From an optimization exercise on the open Yosys and OpenROAD flow, aimed at small area, a short achievable clock period and few clock cycles; shortcuts taken in it are not production practice.
Where RTL was checked, it was by simulation tests only, not by an equivalence proof against the original.

==> job 3444 <==
## bitcoin_hash
module bitcoin_hash(input logic clk, reset_n, start,
                    input logic [15:0] message_addr, output_addr,
                    output logic done, mem_we,
                    output logic [15:0] mem_addr,
                    output logic [31:0] mem_write_data,
                    input logic [31:0] mem_read_data);
==> flow/config.mk <==
export PLATFORM = sky130hd
export DESIGN_NAME = bitcoin_hash
export DESIGN_NICKNAME = bitcoin_hash
export VERILOG_FILES = /design/flow/design.v
export SDC_FILE = /design/flow/constraint.sdc
export NUM_CORES = 8
export LEC_CHECK = 0
export CAP_MARGIN = 20
export CORE_MARGIN = 2
export CORE_UTILIZATION = 60
export PLACE_DENSITY = 0.75
export SETUP_SLACK_MARGIN = 4.0
export SLEW_MARGIN = 20
==> flow/constraint.sdc <==
create_clock -name core_clock -period 8.5 [get_ports {clk}]
set_input_delay 1.7000 -clock core_clock [delete_from_list [all_inputs] [get_ports {clk}]]
set_output_delay 1.7000 -clock core_clock [all_outputs]
set_load 0.01 [all_outputs]
run.sh (not shown) runs the stock make flow with config.mk's settings and CLKGATE_MAP_FILE= SYNTH_SCRIPT=/design/flow/synth_recipe.tcl, a recipe that flattens the netlist after the stock synthesis.
==> job 8324 (differences from job 3444) <==
--- a/flow/design.v
+++ b/flow/design.v
@@ -74,11 +74,11 @@
 logic [31:0] wexp, x1, y1, x2, y2;
 always_comb begin
    {x1, y1} = csa(rotr(w[14], 17) ^ rotr(w[14], 19) ^ (w[14] >> 10), w[9],
                   rotr(w[1], 7) ^ rotr(w[1], 18) ^ (w[1] >> 3));
    {x2, y2} = csa(x1, y1, w[0]);
-   wexp = x2 + y2;
+   wexp = add_bk(x2, y2);
 end
 logic [31:0] kv, kreg;
 always_comb begin
    if (cyc == 7'd66)
       kv = kc(6'd0);
Settings changed: CORE_UTILIZATION 60 to 40, PLACE_DENSITY 0.75 to default, SETUP_SLACK_MARGIN 4.0 to default.
==> job 4347 (differences from job 3444) <==
--- a/flow/design.v
+++ b/flow/design.v
@@ -23,25 +23,38 @@
    iv = IV[(7-i)*32 +: 32];
 endfunction
 function automatic logic [31:0] rotr(input logic [31:0] x, input int r);
    rotr = (x >> r) | (x << (32-r));
 endfunction
-localparam logic [1:0] B_LOAD = 2'd0, B_ONE = 2'd1, B_TWO = 2'd2, B_THREE = 2'd3;
-logic        busy;
-logic [1:0]  blk;
-logic [6:0]  cyc;
-logic [3:0]  nonce;
-logic        c_inj, c_injring, c_ffiv, c_ffr, c_topexp, c_topmem;
-logic        c_wn, c_w8, c_w280, c_w100;
-logic [3:0]  c_ffw;
-logic [1:0]  c_fj, c_ivi;       
-logic [31:0] a, b, c, d, e, f, g, h, hk;
-logic [31:0] w [16];
-logic [31:0] ra [4];    
-logic [31:0] re [4];    
 function automatic logic [63:0] csa(input logic [31:0] x, y, z);
-   csa = {x ^ y ^ z, ((x & y) | (x & z) | (y & z)) << 1};
+   logic [31:0] u;
+   u = x ^ y;
+   csa = {u ^ z, ((u & z) | (~u & x)) << 1};
+endfunction
+function automatic logic [63:0] c42(input logic [31:0] x1, x2, x3, x4);
+   logic [31:0] u, uv, co, ci, sm, cy;
+   u  = x1 ^ x2;
+   uv = u ^ x3 ^ x4;
+   co = (u & x3) | (~u & x1);
+   ci = {co[30:0], 1'b0};
+   sm = uv ^ ci;
+   cy = (uv & ci) | (~uv & x4);
+   c42 = {sm, cy << 1};
+endfunction
+function automatic logic [31:0] add_ks(input logic [31:0] x, y);
+   logic [31:0] gg, pp, g2, p2;
+   gg = x & y;
+   pp = x ^ y;
+   for (int dd = 1; dd < 32; dd = dd * 2) begin
+      g2 = gg; p2 = pp;
+      for (int i = dd; i < 32; i++) begin
+         g2[i] = gg[i] | (pp[i] & gg[i-dd]);
+         p2[i] = pp[i] & pp[i-dd];
+      end
+      gg = g2; pp = p2;
+   end
+   add_ks = (x ^ y) ^ {gg[30:0], 1'b0};
 endfunction
 function automatic logic [31:0] add_bk(input logic [31:0] x, y);
    logic [31:0] gg, pp;
    gg = x & y;
    pp = x ^ y;
@@ -55,55 +68,72 @@
          gg[i] = gg[i] | (pp[i] & gg[i-dd]);
          pp[i] = pp[i] & pp[i-dd];
       end
    add_bk = (x ^ y) ^ {gg[30:0], 1'b0};
 endfunction
-logic [31:0] s0, s1, ch, mj, a_rnd, e_rnd;
-logic [31:0] p1, q1, p2, q2, p3, q3, p4, q4;
-always_comb begin
-   s1    = rotr(e, 6) ^ rotr(e, 11) ^ rotr(e, 25);
-   ch    = (e & f) ^ (~e & g);
-   s0    = rotr(a, 2) ^ rotr(a, 13) ^ rotr(a, 22);
-   mj    = (a & b) ^ (a & c) ^ (b & c);
-   {p1, q1} = csa(hk, s1, ch);
-   {p2, q2} = csa(p1, q1, s0);
-   {p3, q3} = csa(p2, q2, mj);
-   a_rnd = p3 + q3;
-   {p4, q4} = csa(p1, q1, d);
-   e_rnd = p4 + q4;
-end
-logic [31:0] wexp, x1, y1, x2, y2;
-always_comb begin
-   {x1, y1} = csa(rotr(w[14], 17) ^ rotr(w[14], 19) ^ (w[14] >> 10), w[9],
-                  rotr(w[1], 7) ^ rotr(w[1], 18) ^ (w[1] >> 3));
-   {x2, y2} = csa(x1, y1, w[0]);
-   wexp = x2 + y2;
-end
-logic [31:0] kv, kreg;
-always_comb begin
-   if (cyc == 7'd66)
-      kv = kc(6'd0);
-   else if (cyc == 7'd67)
-      kv = kc(6'd1);
-   else if (cyc == 7'd61 && blk == B_THREE)
-      kv = kc(6'd63) + iv(3'd0);            
-   else
-      kv = kc(cyc[5:0] + 6'd2);
-end
-logic [31:0] hx, hy;
-always_comb {hx, hy} = csa(g, kreg, w[1]);
+localparam logic [1:0] B_LOAD = 2'd0, B_ONE = 2'd1, B_TWO = 2'd2, B_THREE = 2'd3;
 function automatic logic [1:0] next_blk(input logic [1:0] bk);
    case (bk)
       B_LOAD:  next_blk = B_ONE;
       B_ONE:   next_blk = B_TWO;
       B_TWO:   next_blk = B_THREE;
       default: next_blk = B_TWO;
    endcase
 endfunction
+logic        busy;
+logic [1:0]  blk;
+logic [6:0]  cyc;
+logic [3:0]  nonce;
+logic [5:0]  kidx;        
+logic        c_inj, c_injring, c_injhk, c_ffiv, c_ffr, c_err, c_topexp, c_topmem;
+logic        c_wn, c_w8, c_w280, c_w100, c_kring, c_kiv, c_kfold;
+logic [3:0]  c_ffw;       
+logic [3:0]  c_hkw;       
+logic [1:0]  c_fj, c_ivi;
+logic [31:0] a, b, c, d, e, f, g, hk, kreg;
+logic [31:0] w [16];
+logic [31:0] ra [4];      
+logic [31:0] re [4];      
+logic [31:0] s0, s1, ch, mj, a_rnd, e_rnd;
+logic [31:0] p1, q1, p3, q3, p4, q4;
+always_comb begin
+   s1    = rotr(e, 6) ^ rotr(e, 11) ^ rotr(e, 25);
+   ch    = (e & f) ^ (~e & g);
+   s0    = rotr(a, 2) ^ rotr(a, 13) ^ rotr(a, 22);
+   mj    = (a & b) ^ (a & c) ^ (b & c);
+   {p1, q1} = csa(hk, s1, ch);
+   {p3, q3} = c42(s0, mj, p1, q1);
+   a_rnd = add_ks(p3, q3);
+   {p4, q4} = csa(p1, q1, d);
+   e_rnd = add_ks(p4, q4);
+end
+logic [31:0] wexp, x2, y2;
+always_comb begin
+   {x2, y2} = c42(w[9], w[0], rotr(w[14], 17) ^ rotr(w[14], 19) ^ (w[14] >> 10),
+                  rotr(w[1], 7) ^ rotr(w[1], 18) ^ (w[1] >> 3));
+   wexp = x2 + y2;
+end
+logic [31:0] hx, hy, hk_n;
+always_comb begin
+   {hx, hy} = csa(g, kreg, w[1]);
+   hk_n = add_bk(hx, hy);
+end
+logic [31:0] kv;
+always_comb begin
+   if (c_kiv)
+      kv = iv({1'b1, c_fj});                
+   else if (c_kring)
+      kv = re[2];                           
+   else if (c_kfold)
+      kv = kc(6'd63) + iv(3'd0);            
+   else
+      kv = kc(kidx);
+end
 logic [6:0] cyc_n;
 logic [1:0] blk_n, nb_n;
 logic [3:0] nonce_n;
+logic [5:0] kidx_n;
 always_comb begin
    if (!busy) begin
       cyc_n   = 7'd51;
       blk_n   = B_LOAD;
       nonce_n = 4'd0;
@@ -115,24 +145,38 @@
       cyc_n   = cyc + 7'd1;
       blk_n   = blk;
       nonce_n = nonce;
    end
    nb_n = next_blk(blk_n);
+   if (cyc_n == 7'd66)
+      kidx_n = 6'd0;
+   else if (cyc_n >= 7'd62 && cyc_n <= 7'd65)
+      kidx_n = kidx;
+   else
+      kidx_n = kidx + 6'd1;
 end
 always_ff @(posedge clk) begin
    cyc   <= cyc_n;
    blk   <= blk_n;
    nonce <= nonce_n;
+   kidx  <= kidx_n;
    c_inj     <= (cyc_n >= 7'd64);
    c_injring <= (nb_n == B_TWO);
+   c_injhk   <= (blk_n == B_ONE);
    c_ffiv    <= (blk_n == B_ONE);
    c_fj      <= 2'd1 - cyc_n[1:0];
    c_ivi     <= 2'd3 - cyc_n[1:0];
    c_ffr     <= (blk_n == B_ONE) && (cyc_n >= 7'd62) && (cyc_n <= 7'd65);
-   for (int i = 0; i < 4; i++)
+   c_err     <= (blk_n == B_ONE) && (cyc_n >= 7'd64);
+   c_kiv     <= (blk_n == B_ONE) && (cyc_n >= 7'd62) && (cyc_n <= 7'd65);
+   c_kring   <= (blk_n == B_TWO) && (cyc_n >= 7'd62) && (cyc_n <= 7'd65);
+   c_kfold   <= (blk_n == B_THREE) && (cyc_n == 7'd61);
+   for (int i = 0; i < 4; i++) begin
       c_ffw[i] <= (blk_n == B_TWO) && (cyc_n == 7'd62 + i);
-   c_topexp  <= (cyc_n < 7'd52);
+      c_hkw[i] <= (blk_n == B_TWO) && (cyc_n == 7'd64 + i);
+   end
+   c_topexp  <= (cyc_n < 7'd48);
    c_topmem  <= (cyc_n >= 7'd52) && (nb_n == B_ONE || (nb_n == B_TWO && cyc_n <= 7'd54));
    c_wn      <= (nb_n == B_TWO) && (cyc_n == 7'd55);
    c_w8      <= ((nb_n == B_TWO) && (cyc_n == 7'd56)) || ((nb_n == B_THREE) && (cyc_n == 7'd60));
    c_w280    <= (nb_n == B_TWO) && (cyc_n == 7'd67);
    c_w100    <= (nb_n == B_THREE) && (cyc_n == 7'd67);
@@ -144,47 +188,43 @@
    else if (c_topmem)
       wtop = mem_read_data;
    else
       wtop = {c_w8, 21'd0, c_w280, c_w100, c_w280, 3'd0, nonce & {4{c_wn}}};
 end
-logic [31:0] ffa, ffe;
-always_comb begin
-   ffa = add_bk(b, c_ffiv ? iv({1'b0, c_fj}) : ra[2]);
-   ffe = add_bk(f, c_ffiv ? iv({1'b1, c_fj}) : re[2]);
-end
+logic [31:0] ffa;
+always_comb ffa = add_bk(b, c_ffiv ? iv({1'b0, c_fj}) : ra[2]);
 always_ff @(posedge clk) begin
    b <= a; c <= b; d <= c;
-   f <= e; g <= f; h <= g;
+   f <= e; g <= f;
    if (c_inj) begin
       if (c_injring) begin
          a <= ra[0];
-         e <= re[0];
+         e <= c_injhk ? hk : re[0];
       end else begin
          a <= iv({1'b0, c_ivi});    
          e <= iv({1'b1, c_ivi});    
       end
    end else begin
       a <= a_rnd;
       e <= e_rnd;
    end
-   hk <= add_bk(hx, hy);
+   hk   <= hk_n;
    kreg <= kv;
    ra[0] <= ra[1]; ra[2] <= ra[3]; ra[3] <= ra[0];
-   re[0] <= re[1]; re[2] <= re[3]; re[3] <= re[0];
-   if (c_ffr) begin
-      ra[1] <= ffa;
-      re[1] <= ffe;
-   end else begin
-      ra[1] <= ra[2];
-      re[1] <= re[2];
-   end
+   ra[1] <= c_ffr ? ffa : ra[2];
+   re[0] <= re[1]; re[1] <= re[2]; re[2] <= re[3];
+   re[3] <= c_err ? hk : re[0];
    for (int i = 0; i < 15; i++) w[i] <= w[i+1];
    w[15] <= wtop;
-   if (c_ffw[0]) begin w[8] <= ffa; w[12] <= ffe; end    
-   if (c_ffw[1]) begin w[6] <= ffa; w[10] <= ffe; end    
-   if (c_ffw[2]) begin w[4] <= ffa; w[8]  <= ffe; end    
-   if (c_ffw[3]) begin w[2] <= ffa; w[6]  <= ffe; end    
+   if (c_ffw[0]) w[8] <= ffa;     
+   if (c_ffw[1]) w[6] <= ffa;     
+   if (c_ffw[2]) w[4] <= ffa;     
+   if (c_ffw[3]) w[2] <= ffa;     
+   if (c_hkw[0]) w[10] <= hk;     
+   if (c_hkw[1]) w[8]  <= hk;     
+   if (c_hkw[2]) w[6]  <= hk;     
+   if (c_hkw[3]) w[4]  <= hk;     
 end
 assign mem_write_data = a;
 always_ff @(posedge clk, negedge reset_n) begin
    if (!reset_n) begin
       busy   <= 1'b0;
Settings changed: ABC_AREA from default to 1, CORE_UTILIZATION 60 to 50, CTS_CLUSTER_DIAMETER from default to 100, CTS_CLUSTER_SIZE from default to 30, PLACE_DENSITY 0.75 to 0.65, SETUP_SLACK_MARGIN 4.0 to 5.0.
==> job 4029 (differences from job 3444) <==
--- a/flow/design.v
+++ b/flow/design.v
@@ -23,25 +23,38 @@
    iv = IV[(7-i)*32 +: 32];
 endfunction
 function automatic logic [31:0] rotr(input logic [31:0] x, input int r);
    rotr = (x >> r) | (x << (32-r));
 endfunction
-localparam logic [1:0] B_LOAD = 2'd0, B_ONE = 2'd1, B_TWO = 2'd2, B_THREE = 2'd3;
-logic        busy;
-logic [1:0]  blk;
-logic [6:0]  cyc;
-logic [3:0]  nonce;
-logic        c_inj, c_injring, c_ffiv, c_ffr, c_topexp, c_topmem;
-logic        c_wn, c_w8, c_w280, c_w100;
-logic [3:0]  c_ffw;
-logic [1:0]  c_fj, c_ivi;       
-logic [31:0] a, b, c, d, e, f, g, h, hk;
-logic [31:0] w [16];
-logic [31:0] ra [4];    
-logic [31:0] re [4];    
 function automatic logic [63:0] csa(input logic [31:0] x, y, z);
-   csa = {x ^ y ^ z, ((x & y) | (x & z) | (y & z)) << 1};
+   logic [31:0] u;
+   u = x ^ y;
+   csa = {u ^ z, ((u & z) | (~u & x)) << 1};
+endfunction
+function automatic logic [63:0] c42(input logic [31:0] x1, x2, x3, x4);
+   logic [31:0] u, uv, co, ci, sm, cy;
+   u  = x1 ^ x2;
+   uv = u ^ x3 ^ x4;
+   co = (u & x3) | (~u & x1);
+   ci = {co[30:0], 1'b0};
+   sm = uv ^ ci;
+   cy = (uv & ci) | (~uv & x4);
+   c42 = {sm, cy << 1};
+endfunction
+function automatic logic [31:0] add_ks(input logic [31:0] x, y);
+   logic [31:0] gg, pp, g2, p2;
+   gg = x & y;
+   pp = x ^ y;
+   for (int dd = 1; dd < 32; dd = dd * 2) begin
+      g2 = gg; p2 = pp;
+      for (int i = dd; i < 32; i++) begin
+         g2[i] = gg[i] | (pp[i] & gg[i-dd]);
+         p2[i] = pp[i] & pp[i-dd];
+      end
+      gg = g2; pp = p2;
+   end
+   add_ks = (x ^ y) ^ {gg[30:0], 1'b0};
 endfunction
 function automatic logic [31:0] add_bk(input logic [31:0] x, y);
    logic [31:0] gg, pp;
    gg = x & y;
    pp = x ^ y;
@@ -55,55 +68,72 @@
          gg[i] = gg[i] | (pp[i] & gg[i-dd]);
          pp[i] = pp[i] & pp[i-dd];
       end
    add_bk = (x ^ y) ^ {gg[30:0], 1'b0};
 endfunction
-logic [31:0] s0, s1, ch, mj, a_rnd, e_rnd;
-logic [31:0] p1, q1, p2, q2, p3, q3, p4, q4;
-always_comb begin
-   s1    = rotr(e, 6) ^ rotr(e, 11) ^ rotr(e, 25);
-   ch    = (e & f) ^ (~e & g);
-   s0    = rotr(a, 2) ^ rotr(a, 13) ^ rotr(a, 22);
-   mj    = (a & b) ^ (a & c) ^ (b & c);
-   {p1, q1} = csa(hk, s1, ch);
-   {p2, q2} = csa(p1, q1, s0);
-   {p3, q3} = csa(p2, q2, mj);
-   a_rnd = p3 + q3;
-   {p4, q4} = csa(p1, q1, d);
-   e_rnd = p4 + q4;
-end
-logic [31:0] wexp, x1, y1, x2, y2;
-always_comb begin
-   {x1, y1} = csa(rotr(w[14], 17) ^ rotr(w[14], 19) ^ (w[14] >> 10), w[9],
-                  rotr(w[1], 7) ^ rotr(w[1], 18) ^ (w[1] >> 3));
-   {x2, y2} = csa(x1, y1, w[0]);
-   wexp = x2 + y2;
-end
-logic [31:0] kv, kreg;
-always_comb begin
-   if (cyc == 7'd66)
-      kv = kc(6'd0);
-   else if (cyc == 7'd67)
-      kv = kc(6'd1);
-   else if (cyc == 7'd61 && blk == B_THREE)
-      kv = kc(6'd63) + iv(3'd0);            
-   else
-      kv = kc(cyc[5:0] + 6'd2);
-end
-logic [31:0] hx, hy;
-always_comb {hx, hy} = csa(g, kreg, w[1]);
+localparam logic [1:0] B_LOAD = 2'd0, B_ONE = 2'd1, B_TWO = 2'd2, B_THREE = 2'd3;
 function automatic logic [1:0] next_blk(input logic [1:0] bk);
    case (bk)
       B_LOAD:  next_blk = B_ONE;
       B_ONE:   next_blk = B_TWO;
       B_TWO:   next_blk = B_THREE;
       default: next_blk = B_TWO;
    endcase
 endfunction
+logic        busy;
+logic [1:0]  blk;
+logic [6:0]  cyc;
+logic [3:0]  nonce;
+logic [5:0]  kidx;        
+logic        c_inj, c_injring, c_injhk, c_ffiv, c_ffr, c_err, c_topexp, c_topmem;
+logic        c_wn, c_w8, c_w280, c_w100, c_kring, c_kiv, c_kfold;
+logic [3:0]  c_ffw;       
+logic [3:0]  c_hkw;       
+logic [1:0]  c_fj, c_ivi;
+logic [31:0] a, b, c, d, e, f, g, hk, kreg;
+logic [31:0] w [16];
+logic [31:0] ra [4];      
+logic [31:0] re [4];      
+logic [31:0] s0, s1, ch, mj, a_rnd, e_rnd;
+logic [31:0] p1, q1, p3, q3, p4, q4;
+always_comb begin
+   s1    = rotr(e, 6) ^ rotr(e, 11) ^ rotr(e, 25);
+   ch    = (e & f) ^ (~e & g);
+   s0    = rotr(a, 2) ^ rotr(a, 13) ^ rotr(a, 22);
+   mj    = (a & b) ^ (a & c) ^ (b & c);
+   {p1, q1} = csa(hk, s1, ch);
+   {p3, q3} = c42(s0, mj, p1, q1);
+   a_rnd = add_ks(p3, q3);
+   {p4, q4} = csa(p1, q1, d);
+   e_rnd = add_ks(p4, q4);
+end
+logic [31:0] wexp, x2, y2;
+always_comb begin
+   {x2, y2} = c42(w[9], w[0], rotr(w[14], 17) ^ rotr(w[14], 19) ^ (w[14] >> 10),
+                  rotr(w[1], 7) ^ rotr(w[1], 18) ^ (w[1] >> 3));
+   wexp = x2 + y2;
+end
+logic [31:0] hx, hy, hk_n;
+always_comb begin
+   {hx, hy} = csa(g, kreg, w[1]);
+   hk_n = add_bk(hx, hy);
+end
+logic [31:0] kv;
+always_comb begin
+   if (c_kiv)
+      kv = iv({1'b1, c_fj});                
+   else if (c_kring)
+      kv = re[2];                           
+   else if (c_kfold)
+      kv = kc(6'd63) + iv(3'd0);            
+   else
+      kv = kc(kidx);
+end
 logic [6:0] cyc_n;
 logic [1:0] blk_n, nb_n;
 logic [3:0] nonce_n;
+logic [5:0] kidx_n;
 always_comb begin
    if (!busy) begin
       cyc_n   = 7'd51;
       blk_n   = B_LOAD;
       nonce_n = 4'd0;
@@ -115,24 +145,38 @@
       cyc_n   = cyc + 7'd1;
       blk_n   = blk;
       nonce_n = nonce;
    end
    nb_n = next_blk(blk_n);
+   if (cyc_n == 7'd66)
+      kidx_n = 6'd0;
+   else if (cyc_n >= 7'd62 && cyc_n <= 7'd65)
+      kidx_n = kidx;
+   else
+      kidx_n = kidx + 6'd1;
 end
 always_ff @(posedge clk) begin
    cyc   <= cyc_n;
    blk   <= blk_n;
    nonce <= nonce_n;
+   kidx  <= kidx_n;
    c_inj     <= (cyc_n >= 7'd64);
    c_injring <= (nb_n == B_TWO);
+   c_injhk   <= (blk_n == B_ONE);
    c_ffiv    <= (blk_n == B_ONE);
    c_fj      <= 2'd1 - cyc_n[1:0];
    c_ivi     <= 2'd3 - cyc_n[1:0];
    c_ffr     <= (blk_n == B_ONE) && (cyc_n >= 7'd62) && (cyc_n <= 7'd65);
-   for (int i = 0; i < 4; i++)
+   c_err     <= (blk_n == B_ONE) && (cyc_n >= 7'd64);
+   c_kiv     <= (blk_n == B_ONE) && (cyc_n >= 7'd62) && (cyc_n <= 7'd65);
+   c_kring   <= (blk_n == B_TWO) && (cyc_n >= 7'd62) && (cyc_n <= 7'd65);
+   c_kfold   <= (blk_n == B_THREE) && (cyc_n == 7'd61);
+   for (int i = 0; i < 4; i++) begin
       c_ffw[i] <= (blk_n == B_TWO) && (cyc_n == 7'd62 + i);
-   c_topexp  <= (cyc_n < 7'd52);
+      c_hkw[i] <= (blk_n == B_TWO) && (cyc_n == 7'd64 + i);
+   end
+   c_topexp  <= (cyc_n < 7'd48);
    c_topmem  <= (cyc_n >= 7'd52) && (nb_n == B_ONE || (nb_n == B_TWO && cyc_n <= 7'd54));
    c_wn      <= (nb_n == B_TWO) && (cyc_n == 7'd55);
    c_w8      <= ((nb_n == B_TWO) && (cyc_n == 7'd56)) || ((nb_n == B_THREE) && (cyc_n == 7'd60));
    c_w280    <= (nb_n == B_TWO) && (cyc_n == 7'd67);
    c_w100    <= (nb_n == B_THREE) && (cyc_n == 7'd67);
@@ -144,47 +188,43 @@
    else if (c_topmem)
       wtop = mem_read_data;
    else
       wtop = {c_w8, 21'd0, c_w280, c_w100, c_w280, 3'd0, nonce & {4{c_wn}}};
 end
-logic [31:0] ffa, ffe;
-always_comb begin
-   ffa = add_bk(b, c_ffiv ? iv({1'b0, c_fj}) : ra[2]);
-   ffe = add_bk(f, c_ffiv ? iv({1'b1, c_fj}) : re[2]);
-end
+logic [31:0] ffa;
+always_comb ffa = b + (c_ffiv ? iv({1'b0, c_fj}) : ra[2]);
 always_ff @(posedge clk) begin
    b <= a; c <= b; d <= c;
-   f <= e; g <= f; h <= g;
+   f <= e; g <= f;
    if (c_inj) begin
       if (c_injring) begin
          a <= ra[0];
-         e <= re[0];
+         e <= c_injhk ? hk : re[0];
       end else begin
          a <= iv({1'b0, c_ivi});    
          e <= iv({1'b1, c_ivi});    
       end
    end else begin
       a <= a_rnd;
       e <= e_rnd;
    end
-   hk <= add_bk(hx, hy);
+   hk   <= hk_n;
    kreg <= kv;
    ra[0] <= ra[1]; ra[2] <= ra[3]; ra[3] <= ra[0];
-   re[0] <= re[1]; re[2] <= re[3]; re[3] <= re[0];
-   if (c_ffr) begin
-      ra[1] <= ffa;
-      re[1] <= ffe;
-   end else begin
-      ra[1] <= ra[2];
-      re[1] <= re[2];
-   end
+   ra[1] <= c_ffr ? ffa : ra[2];
+   re[0] <= re[1]; re[1] <= re[2]; re[2] <= re[3];
+   re[3] <= c_err ? hk : re[0];
    for (int i = 0; i < 15; i++) w[i] <= w[i+1];
    w[15] <= wtop;
-   if (c_ffw[0]) begin w[8] <= ffa; w[12] <= ffe; end    
-   if (c_ffw[1]) begin w[6] <= ffa; w[10] <= ffe; end    
-   if (c_ffw[2]) begin w[4] <= ffa; w[8]  <= ffe; end    
-   if (c_ffw[3]) begin w[2] <= ffa; w[6]  <= ffe; end    
+   if (c_ffw[0]) w[8] <= ffa;     
+   if (c_ffw[1]) w[6] <= ffa;     
+   if (c_ffw[2]) w[4] <= ffa;     
+   if (c_ffw[3]) w[2] <= ffa;     
+   if (c_hkw[0]) w[10] <= hk;     
+   if (c_hkw[1]) w[8]  <= hk;     
+   if (c_hkw[2]) w[6]  <= hk;     
+   if (c_hkw[3]) w[4]  <= hk;     
 end
 assign mem_write_data = a;
 always_ff @(posedge clk, negedge reset_n) begin
    if (!reset_n) begin
       busy   <= 1'b0;
Settings changed: ABC_AREA from default to 1.
==> notes <==
Job 3444 completed without violations. Job 8324 finished with timing, DRC and antenna clean. Job 4029 completed with no timing, DRC or antenna violations. Job 4347 passed the timing, design-rule and antenna checks. Fmax, lowest first: job 8324, job 3444, job 4029, job 4347. First-iteration DRC count, highest first: job 4029, job 4347, job 3444, job 8324. Worst hold slack, lowest first: job 8324, job 4029, job 3444, job 4347. Critical path depth: job 4347 is higher than job 8324 (7). Worst setup slack: job 4347 > job 4029 > job 3444 > job 8324. Against job 8324, the clock-buffer cell count of job 4347 is lower by 99.
==> figures <==
quantity	job 3444	job 8324	job 4347	job 4029
Result of the run	no timing/DRC/antenna violations	no timing/DRC/antenna violations	no timing/DRC/antenna violations	no timing/DRC/antenna violations
Routed wire length	151,000 um	156,000 um	190,000 um	195,000 um
Simple-gate area share of the yosys netlist	7.98%	7.93%	18.9%	20.5%
Met3 Use GR	8.14%	3.71%	4.48%	9.82%
Final setup slack of the worst path	3.75 ns	2.48 ns	4.68 ns	4.02 ns
Required time of the worst setup path	9.04 ns	9.13 ns	9.06 ns	9.08 ns
Initial standard-cell utilization of the core	60.7%	40.3%	50.3%	60.4%
Cell variety after synth	89	79	75	77
Tapcells	1,060	1,612	1,298	1,144
Die Ht	289 um	352 um	321 um	296 um
Cell type with the highest occurrence count on the critical path	fa_1	nor2_1	nand2_2	nand2_1
Routed met2 length	66,700 um	70,700 um	82,300 um	80,000 um
Testbench counts of job 8324, summed over its fixed seeds: cycles 72,288.
Testbench counts of job 4347, summed over its fixed seeds: cycles 72,288.
Only the layout flow was run in job 3444 and job 4029; the RTL was not checked for function there.

static timing again, ports no longer ideal:
In the flow no input, the clock included, has a driving cell. The finished layouts below were timed again as built, in two steps.
Step 1 assumes that a clkbuf_16 drives the clock port and a buf_2 every other input.
Step 2 times the ports against the registers' clock, not the clock port: input delays grow and output delays shrink by t, the midpoint of the rising clock arrivals with the driver on.
Three values: ideal ports, drivers, drivers and shift; two values: the first two.
run | shift t [ns] | setup WS [ns] | worst setup path at the end | clock arrival spread, ns
job 3444 | 0.736 | 3.749 / 3.749 / 3.749 | register to register | 0.039 / 0.039
job 8324 | 0.765 | 2.480 / 2.480 / 2.480 | register to register | 0.070 / 0.070
job 4347 | 0.760 | 4.681 / 4.681 / 4.422 | input to register | 0.035 / 0.035
job 4029 | 0.782 | 4.022 / 4.022 / 4.022 | register to register | 0.034 / 0.035
After both steps setup and hold are still met in every run listed. The setup slack of job 4347, which loses most, moves by 0.000 ns with the drivers and by -0.259 ns with both steps.
